Background: an optimization exercise with open tools, aiming at small area, a short achievable clock period and few clock cycles. Do not read the settings as production practice. Only simulation tests tie the RTL to the original design; equivalence was not proved. No driver is modelled on the clock port, so clock power and skew are understated where the tree is cut down; a real chip needs a root buffer or a tree. Power is estimated from default activity; no workload was simulated.

Setup of job 9416:
## AxisCrcChecker
module AxisCrcChecker(
  input        clock,
  input        reset,
  output       io_AxisSlv_ready,
  input        io_AxisSlv_valid,
  input        io_AxisSlv_bits_Tlast,
  input  [7:0] io_AxisSlv_bits_Tdata,
  input        io_AxisMst_ready,
  output       io_AxisMst_valid,
  output       io_AxisMst_bits_Tlast,
  output [7:0] io_AxisMst_bits_Tdata
);
For scale: about 9200 cells after synthesis, roughly 180000 sq um of cells after synthesis.
clock: 15.0 ns
lec_check: 0
cap_margin: 40
core_margin: 2
core_utilization: 60
cts_buf_list: sky130_fd_sc_hd__clkbuf_16
cts_cluster_diameter: 100
cts_cluster_size: 30
place_density: 0.7
slew_margin: 40
synth_memory_max_bits: 16384
standard.sh (not shown) runs the stock make flow with config.mk's settings and CLKGATE_MAP_FILE= SYNTH_SCRIPT=/design/flow/synth_recipe.tcl, a recipe that flattens the netlist after the stock synthesis.
==> flow/flow/run.sh <==
#!/bin/bash
# Standard layout with three changes:
#  - every port gets a fast buffer (buf_4) instead of the default choice, and
#    timing repair aims below the 15 ns constraint;
#  - after placement, each output port's buffer is moved next to its pin and
#    the flip-flop that feeds only that buffer next to the buffer, then the
#    placement is legalized (placeio.tcl);
#  - after clock tree synthesis, the clock tree is rebuilt as a balanced tree
#    of four levels of inverters, the top level's four cells on the clock port
#    (ctree.tcl, ctree_build.tcl).
set -euo pipefail
export BUFFER_PORTS_ARGS="-buffer_cell sky130_fd_sc_hd__buf_4"
export SETUP_SLACK_MARGIN=11
bash standard.sh place > standard_place.log 2>&1
openroad -no_init -exit flow/placeio.tcl > placeio.log 2>&1
bash standard.sh cts > standard_cts.log 2>&1
openroad -no_init -exit flow/ctree.tcl > ctree.log 2>&1
bash standard.sh > standard_finish.log 2>&1
==> flow/flow/ctree_build.tcl <==
# Replace the clock tree with a balanced tree of inverters built by recursive
# bisection of the clock sinks.  Levels (top to bottom): L1 (on the port, 4
# cells), L2, L3, L4 (leaves, at most F4 sinks each).  An even number of
# inverting levels keeps the clock's polarity.
proc env_or {name def} { if {[info exists ::env($name)]} { return $::env($name) } { return $def } }
set F4 [env_or CT_F4 26]
set F3 [env_or CT_F3 4]
set N2 [env_or CT_N2 4]
set M1 [env_or CT_M1 sky130_fd_sc_hd__clkinv_16]
set M2 [env_or CT_M2 sky130_fd_sc_hd__clkinv_16]
set M3 [env_or CT_M3 sky130_fd_sc_hd__clkinv_8]
set M4 [env_or CT_M4 sky130_fd_sc_hd__clkinv_8]

set block [ord::get_db_block]
set db [ord::get_db]
set port [$block findBTerm clock]
set pnet [$port getNet]

set sinks {}
set dead_insts {}
set dead_nets {}
proc walk {net} {
  global sinks dead_insts dead_nets
  foreach it [$net getITerms] {
    if {![$it isInputSignal]} { continue }
    set inst [$it getInst]
    set m [[$inst getMaster] getName]
    if {[string match "*__clkbuf_*" $m] || [string match "*__clkinv_*" $m] || [string match "*__buf_*" $m] || [string match "*__inv_*" $m]} {
      lappend dead_insts $inst
      foreach o [$inst getITerms] {
        if {[$o isOutputSignal]} { set on [$o getNet]; if {$on ne "NULL"} { lappend dead_nets $on; walk $on } }
      }
    } else {
      lappend sinks $it
    }
  }
}
walk $pnet
puts "ctree: [llength $sinks] sinks, removing [llength $dead_insts] buffers"
set pts {}
foreach it $sinks {
  set xy [$it getAvgXY]
  if {[lindex $xy 0] == 0} {
    set loc [[$it getInst] getLocation]
    set xy [list 1 [lindex $loc 0] [lindex $loc 1]]
  }
  lappend pts [list [lindex $xy 1] [lindex $xy 2] $it]
  $it disconnect
}
foreach inst $dead_insts {
  foreach it [$inst getITerms] { if {[$it getNet] ne "NULL"} { $it disconnect } }
  odb::dbInst_destroy $inst
}
foreach n $dead_nets { odb::dbNet_destroy $n }

proc split_pts {items m} {
  if {$m <= 1 || [llength $items] <= 1} { return [list $items] }
  set m1 [expr {$m / 2}]
  set m2 [expr {$m - $m1}]
  set xs {}; set ys {}
  foreach p $items { lappend xs [lindex $p 0]; lappend ys [lindex $p 1] }
  set xs [lsort -integer $xs]; set ys [lsort -integer $ys]
  set dx [expr {[lindex $xs end] - [lindex $xs 0]}]
  set dy [expr {[lindex $ys end] - [lindex $ys 0]}]
  set idx [expr {$dx >= $dy ? 0 : 1}]
  set s [lsort -integer -index $idx $items]
  set n [llength $s]
  set cut [expr {int(round(double($n) * $m1 / $m))}]
  if {$cut < 1} { set cut 1 }
  if {$cut > $n - 1} { set cut [expr {$n - 1}] }
  return [concat [split_pts [lrange $s 0 [expr {$cut - 1}]] $m1] [split_pts [lrange $s $cut end] $m2]]
}
proc centroid {items} {
  set sx 0.0; set sy 0.0
  foreach p $items { set sx [expr {$sx + [lindex $p 0]}]; set sy [expr {$sy + [lindex $p 1]}] }
  set n [llength $items]
  return [list [expr {int($sx / $n)}] [expr {int($sy / $n)}]]
}
set cnt 0
# make an inverter of master m at (x, y) driving the given iterms; returns {x y inputITerm}
proc make_inv {mname lvl x y loads} {
  global block db cnt
  set master [$db findMaster $mname]
  incr cnt
  set inst [odb::dbInst_create $block $master "ctinv_${lvl}_$cnt"]
  set w [$master getWidth]; set h [$master getHeight]
  $inst setLocation [expr {$x - $w / 2}] [expr {$y - $h / 2}]
  $inst setPlacementStatus PLACED
  set net [odb::dbNet_create $block "ctnet_${lvl}_$cnt"]
  $net setSigType CLOCK
  [$inst findITerm Y] connect $net
  foreach it $loads { $it connect $net }
  return [list $x $y [$inst findITerm A]]
}
set l1items {}
foreach g1 [split_pts $pts 4] {
  set l2items {}
  foreach g2 [split_pts $g1 $N2] {
    set nleaf [expr {int(ceil(double([llength $g2]) / $F4))}]
    set n3 [expr {int(ceil(double($nleaf) / $F3))}]
    set l3items {}
    foreach g3 [split_pts $g2 $n3] {
      set nl [expr {int(ceil(double([llength $g3]) / $F4))}]
      set l4items {}
      foreach g4 [split_pts $g3 $nl] {
        set c [centroid $g4]
        set loads {}
        foreach p $g4 { lappend loads [lindex $p 2] }
        lappend l4items [make_inv $M4 4 [lindex $c 0] [lindex $c 1] $loads]
      }
      set c [centroid $l4items]
      set loads {}
      foreach p $l4items { lappend loads [lindex $p 2] }
      lappend l3items [make_inv $M3 3 [lindex $c 0] [lindex $c 1] $loads]
    }
    set c [centroid $l3items]
    set loads {}
    foreach p $l3items { lappend loads [lindex $p 2] }
    lappend l2items [make_inv $M2 2 [lindex $c 0] [lindex $c 1] $loads]
  }
  set c [centroid $l2items]
  set loads {}
  foreach p $l2items { lappend loads [lindex $p 2] }
  set r [make_inv $M1 1 [lindex $c 0] [lindex $c 1] $loads]
  [lindex $r 2] connect $pnet
}
puts "ctree: built $cnt inverters"
==> flow/flow/placeio.tcl <==
# Move each output port's buffer next to its pin, and the flip-flop that
# feeds only that buffer next to the buffer; then legalize the placement.
set res orfs/results/$::env(FLOW_PLATFORM)/AxisCrcChecker/base
read_db $res/3_place.odb
set block [ord::get_db_block]
set core [$block getCoreArea]
set cx0 [$core xMin]; set cy0 [$core yMin]; set cx1 [$core xMax]; set cy1 [$core yMax]
proc driver_of {net} {
  foreach it [$net getITerms] { if {[$it isOutputSignal]} { return $it } }
  return ""
}
proc clamp {v lo hi} { return [expr {$v < $lo ? $lo : ($v > $hi ? $hi : $v)}] }
set moved 0
foreach bt [$block getBTerms] {
  if {[$bt getIoType] ne "OUTPUT"} { continue }
  set net [$bt getNet]
  set bit [driver_of $net]
  if {$bit eq ""} { continue }
  set buf [$bit getInst]
  # pin centre, pulled inside the core
  set bb [[lindex [$bt getBPins] 0] getBBox]
  set px [expr {([$bb xMin] + [$bb xMax]) / 2}]
  set py [expr {([$bb yMin] + [$bb yMax]) / 2}]
  set w [[$buf getMaster] getWidth]
  set h [[$buf getMaster] getHeight]
  set bx [clamp [expr {$px - $w / 2}] $cx0 [expr {$cx1 - $w}]]
  set by [clamp [expr {$py - $h / 2}] $cy0 [expr {$cy1 - $h}]]
  $buf setLocation $bx $by
  $buf setPlacementStatus PLACED
  incr moved
  set inet ""
  foreach it [$buf getITerms] { if {[$it isInputSignal]} { set inet [$it getNet] } }
  if {$inet eq ""} { continue }
  set fit [driver_of $inet]
  if {$fit eq ""} { continue }
  set ff [$fit getInst]
  set m [[$ff getMaster] getName]
  if {![string match "*__df*" $m] && ![string match "*__edf*" $m]} { continue }
  if {[llength [$inet getITerms]] != 2} { continue }
  $ff setLocation $bx $by
  $ff setPlacementStatus PLACED
  puts "moved [$buf getName] and [$ff getName] ($m) to the pin of [$bt getName]"
  incr moved
  # and the gate that drives the flip-flop's D input, when it drives nothing else
  set dnet [[$ff findITerm D] getNet]
  if {$dnet ne "NULL" && [llength [$dnet getITerms]] == 2} {
    set dit [driver_of $dnet]
    if {$dit ne ""} {
      set g [$dit getInst]
      if {![string match "*__df*" [[$g getMaster] getName]]} {
        $g setLocation $bx $by
        $g setPlacementStatus PLACED
        puts "  and its D driver [$g getName] ([[$g getMaster] getName])"
        incr moved
      }
    }
  }
}
puts "moved $moved cells"
detailed_placement
check_placement -verbose
write_db $res/3_place.odb
Other scripts of this flow, unchanged in this note and not shown: flow/flow/ctree.tcl
Testbench counts of job 9416, summed over its fixed seeds: cycles 46,604.
The following lists how job 777 was set up differently from job 9416:
-- flow/flow/ctree_build.tcl --
<<< job 9416, line 5
proc env_or {name def} { if {[info exists ::env($name)]} { return $::env($name) } { return $def } }
set F4 [env_or CT_F4 26]
set F3 [env_or CT_F3 4]
>>> job 777, line 5
proc env_or {name def} { if {[info exists ::env($name)]} { return $::env($name) } { return $def } }
set F4 [env_or CT_F4 30]
set F3 [env_or CT_F3 4]
<<< job 9416, line 12
set M4 [env_or CT_M4 sky130_fd_sc_hd__clkinv_8]

>>> job 777, line 12
set M4 [env_or CT_M4 sky130_fd_sc_hd__clkinv_8]
set H4 [expr {[env_or CT_H4 1e9] * [[ord::get_db_block] getDbUnitsPerMicron]}]

<<< job 9416, line 72
}
proc centroid {items} {
>>> job 777, line 73
}
proc hpwl {items} {
  set xs {}; set ys {}
  foreach p $items { lappend xs [lindex $p 0]; lappend ys [lindex $p 1] }
  set xs [lsort -integer $xs]; set ys [lsort -integer $ys]
  return [expr {[lindex $xs end] - [lindex $xs 0] + [lindex $ys end] - [lindex $ys 0]}]
}
# split a group of sinks into leaves of at most F4 sinks whose spread is at most H4
proc leaf_groups {items} {
  global F4 H4
  set nl [expr {int(ceil(double([llength $items]) / $F4))}]
  set out {}
  foreach g [split_pts $items $nl] {
    if {[llength $g] > 1 && [hpwl $g] > $H4} {
      set out [concat $out [split_pts $g 2]]
    } else {
      lappend out $g
    }
  }
  return $out
}
proc centroid {items} {
<<< job 9416, line 102
    foreach g3 [split_pts $g2 $n3] {
      set nl [expr {int(ceil(double([llength $g3]) / $F4))}]
      set l4items {}
      foreach g4 [split_pts $g3 $nl] {
        set c [centroid $g4]
>>> job 777, line 123
    foreach g3 [split_pts $g2 $n3] {
      set l4items {}
      foreach g4 [leaf_groups $g3] {
        set c [centroid $g4]
-- flow/flow/placeio.tcl --
<<< job 9416, line 43
  incr moved
  # and the gate that drives the flip-flop's D input, when it drives nothing else
  set dnet [[$ff findITerm D] getNet]
  if {$dnet ne "NULL" && [llength [$dnet getITerms]] == 2} {
    set dit [driver_of $dnet]
    if {$dit ne ""} {
      set g [$dit getInst]
      if {![string match "*__df*" [[$g getMaster] getName]]} {
        $g setLocation $bx $by
        $g setPlacementStatus PLACED
        puts "  and its D driver [$g getName] ([[$g getMaster] getName])"
        incr moved
      }
    }
  }
}
>>> job 777, line 43
  incr moved
}
## What came out
For the flop-to-flop setup slack, job 777 came in 0.05 ns lower than job 9416 did.
Compared with job 9416, in job 777 average detailed-routed wire length per instance fell about 1.4%, sequential share of layout area increased by 0.56 points relative to the old numbers, met2 layer wire length in the routed design fell about 3.5%.
The number of standard cells in the final layout excluding fillers in job 777 sits about 0.6% below the value recorded for job 9416.
Job 777 against job 9416: global-route wire length before repair shows a reduction of about 2.7%; final worst-path cycle share lost 0.99 points.
The inputs of job 8516 differ from those of job 777 as listed below.
-- flow/flow/run.sh --
<<< job 777, line 11
set -euo pipefail
export BUFFER_PORTS_ARGS="-buffer_cell sky130_fd_sc_hd__buf_4"
export SETUP_SLACK_MARGIN=11
>>> job 8516, line 11
set -euo pipefail
export BUFFER_PORTS_ARGS="-buffer_cell sky130_fd_sc_hd__buf_8"
export SETUP_SLACK_MARGIN=11
-- flow/flow/ctree_build.tcl --
<<< job 777, line 5
proc env_or {name def} { if {[info exists ::env($name)]} { return $::env($name) } { return $def } }
set F4 [env_or CT_F4 30]
set F3 [env_or CT_F3 4]
>>> job 8516, line 5
proc env_or {name def} { if {[info exists ::env($name)]} { return $::env($name) } { return $def } }
set F4 [env_or CT_F4 26]
set F3 [env_or CT_F3 4]
<<< job 777, line 12
set M4 [env_or CT_M4 sky130_fd_sc_hd__clkinv_8]
set H4 [expr {[env_or CT_H4 1e9] * [[ord::get_db_block] getDbUnitsPerMicron]}]

>>> job 8516, line 12
set M4 [env_or CT_M4 sky130_fd_sc_hd__clkinv_8]

<<< job 777, line 73
}
proc hpwl {items} {
  set xs {}; set ys {}
  foreach p $items { lappend xs [lindex $p 0]; lappend ys [lindex $p 1] }
  set xs [lsort -integer $xs]; set ys [lsort -integer $ys]
  return [expr {[lindex $xs end] - [lindex $xs 0] + [lindex $ys end] - [lindex $ys 0]}]
}
# split a group of sinks into leaves of at most F4 sinks whose spread is at most H4
proc leaf_groups {items} {
  global F4 H4
  set nl [expr {int(ceil(double([llength $items]) / $F4))}]
  set out {}
  foreach g [split_pts $items $nl] {
    if {[llength $g] > 1 && [hpwl $g] > $H4} {
      set out [concat $out [split_pts $g 2]]
    } else {
      lappend out $g
    }
  }
  return $out
}
proc centroid {items} {
>>> job 8516, line 72
}
proc centroid {items} {
<<< job 777, line 123
    foreach g3 [split_pts $g2 $n3] {
      set l4items {}
      foreach g4 [leaf_groups $g3] {
        set c [centroid $g4]
>>> job 8516, line 102
    foreach g3 [split_pts $g2 $n3] {
      set nl [expr {int(ceil(double([llength $g3]) / $F4))}]
      set l4items {}
      foreach g4 [split_pts $g3 $nl] {
        set c [centroid $g4]
### Flow results
- Global-route wire length before repair delta (job 8516 − job 777): unfavourable
- Diff job 8516 and job 777: cell depth of the worst flop-to-flop path higher in job 777
- [compare] base=job 777 new=job 8516: power went up, clock network latency to the later pin of the worst-skew pair now sits lower.
Modified inputs, job 6739 compared to job 8516
-- flow/flow/run.sh --
<<< job 8516, line 11
set -euo pipefail
export BUFFER_PORTS_ARGS="-buffer_cell sky130_fd_sc_hd__buf_8"
export SETUP_SLACK_MARGIN=11
>>> job 6739, line 11
set -euo pipefail
export BUFFER_PORTS_ARGS="-buffer_cell sky130_fd_sc_hd__buf_4"
export SETUP_SLACK_MARGIN=11
--- outcome ---
On number of setup violations in the final report, job 8516 and job 6739 are basically level. Job 6739 vs. job 8516: share of final-layout standard cells stronger than drive strength 1 essentially unchanged, highest fanout seen on the critical path went down by 23. In the tables for job 8516 and job 6739, worst-case clock skew reads higher with job 6739. Looking only at maximum single-stage delay on the critical path, and setting everything else aside, the lower value of job 8516 and job 6739 goes to job 6739. [compare] base=job 8516 new=job 6739: total number of cells along the worst setup path dropped 4; worst-case setup margin in the final layout climbed 0.013 ns; sum of internal, switching and leakage power barely changed. Number of placed instances with taps included: job 8516 vs job 6739 — no meaningful difference.
In every run of this note, the design's own scripts or RTL, not TritonCTS, make the clock network.

separate check: timing with driven ports:
In the flow no input, the clock included, has a driving cell. The finished layouts below were timed again as built, in two steps.
Step 1 (the two cells are an assumption about what drives the block):
set clk [get_ports {clock}]
set_driving_cell -lib_cell sky130_fd_sc_hd__clkbuf_16 $clk
set_driving_cell -lib_cell sky130_fd_sc_hd__buf_2 [delete_from_list [all_inputs] $clk]
Step 2 also shifts input and output timing later by t, the mid clock arrival at the registers, as if the neighbouring blocks saw the same clock.
a / b / c = ideal / step 1 / step 2; a / b = the first two.
run	t (ns)	setup WS [ns]	latest minus earliest clock arrival (ns)	slew at the worst register clock pin (ns)
job 9416	0.860	10.844 / 10.668 / 10.270	0.093 / 0.092	0.10 / 0.10
job 777	0.853	10.992 / 10.677 / 10.469	0.097 / 0.096	0.12 / 0.12
job 8516	0.853	10.976 / 10.662 / 10.402	0.071 / 0.071	0.10 / 0.10
job 6739	0.859	10.989 / 10.671 / 10.462	0.091 / 0.089	0.10 / 0.10
After both steps setup and hold are still met in every run listed.
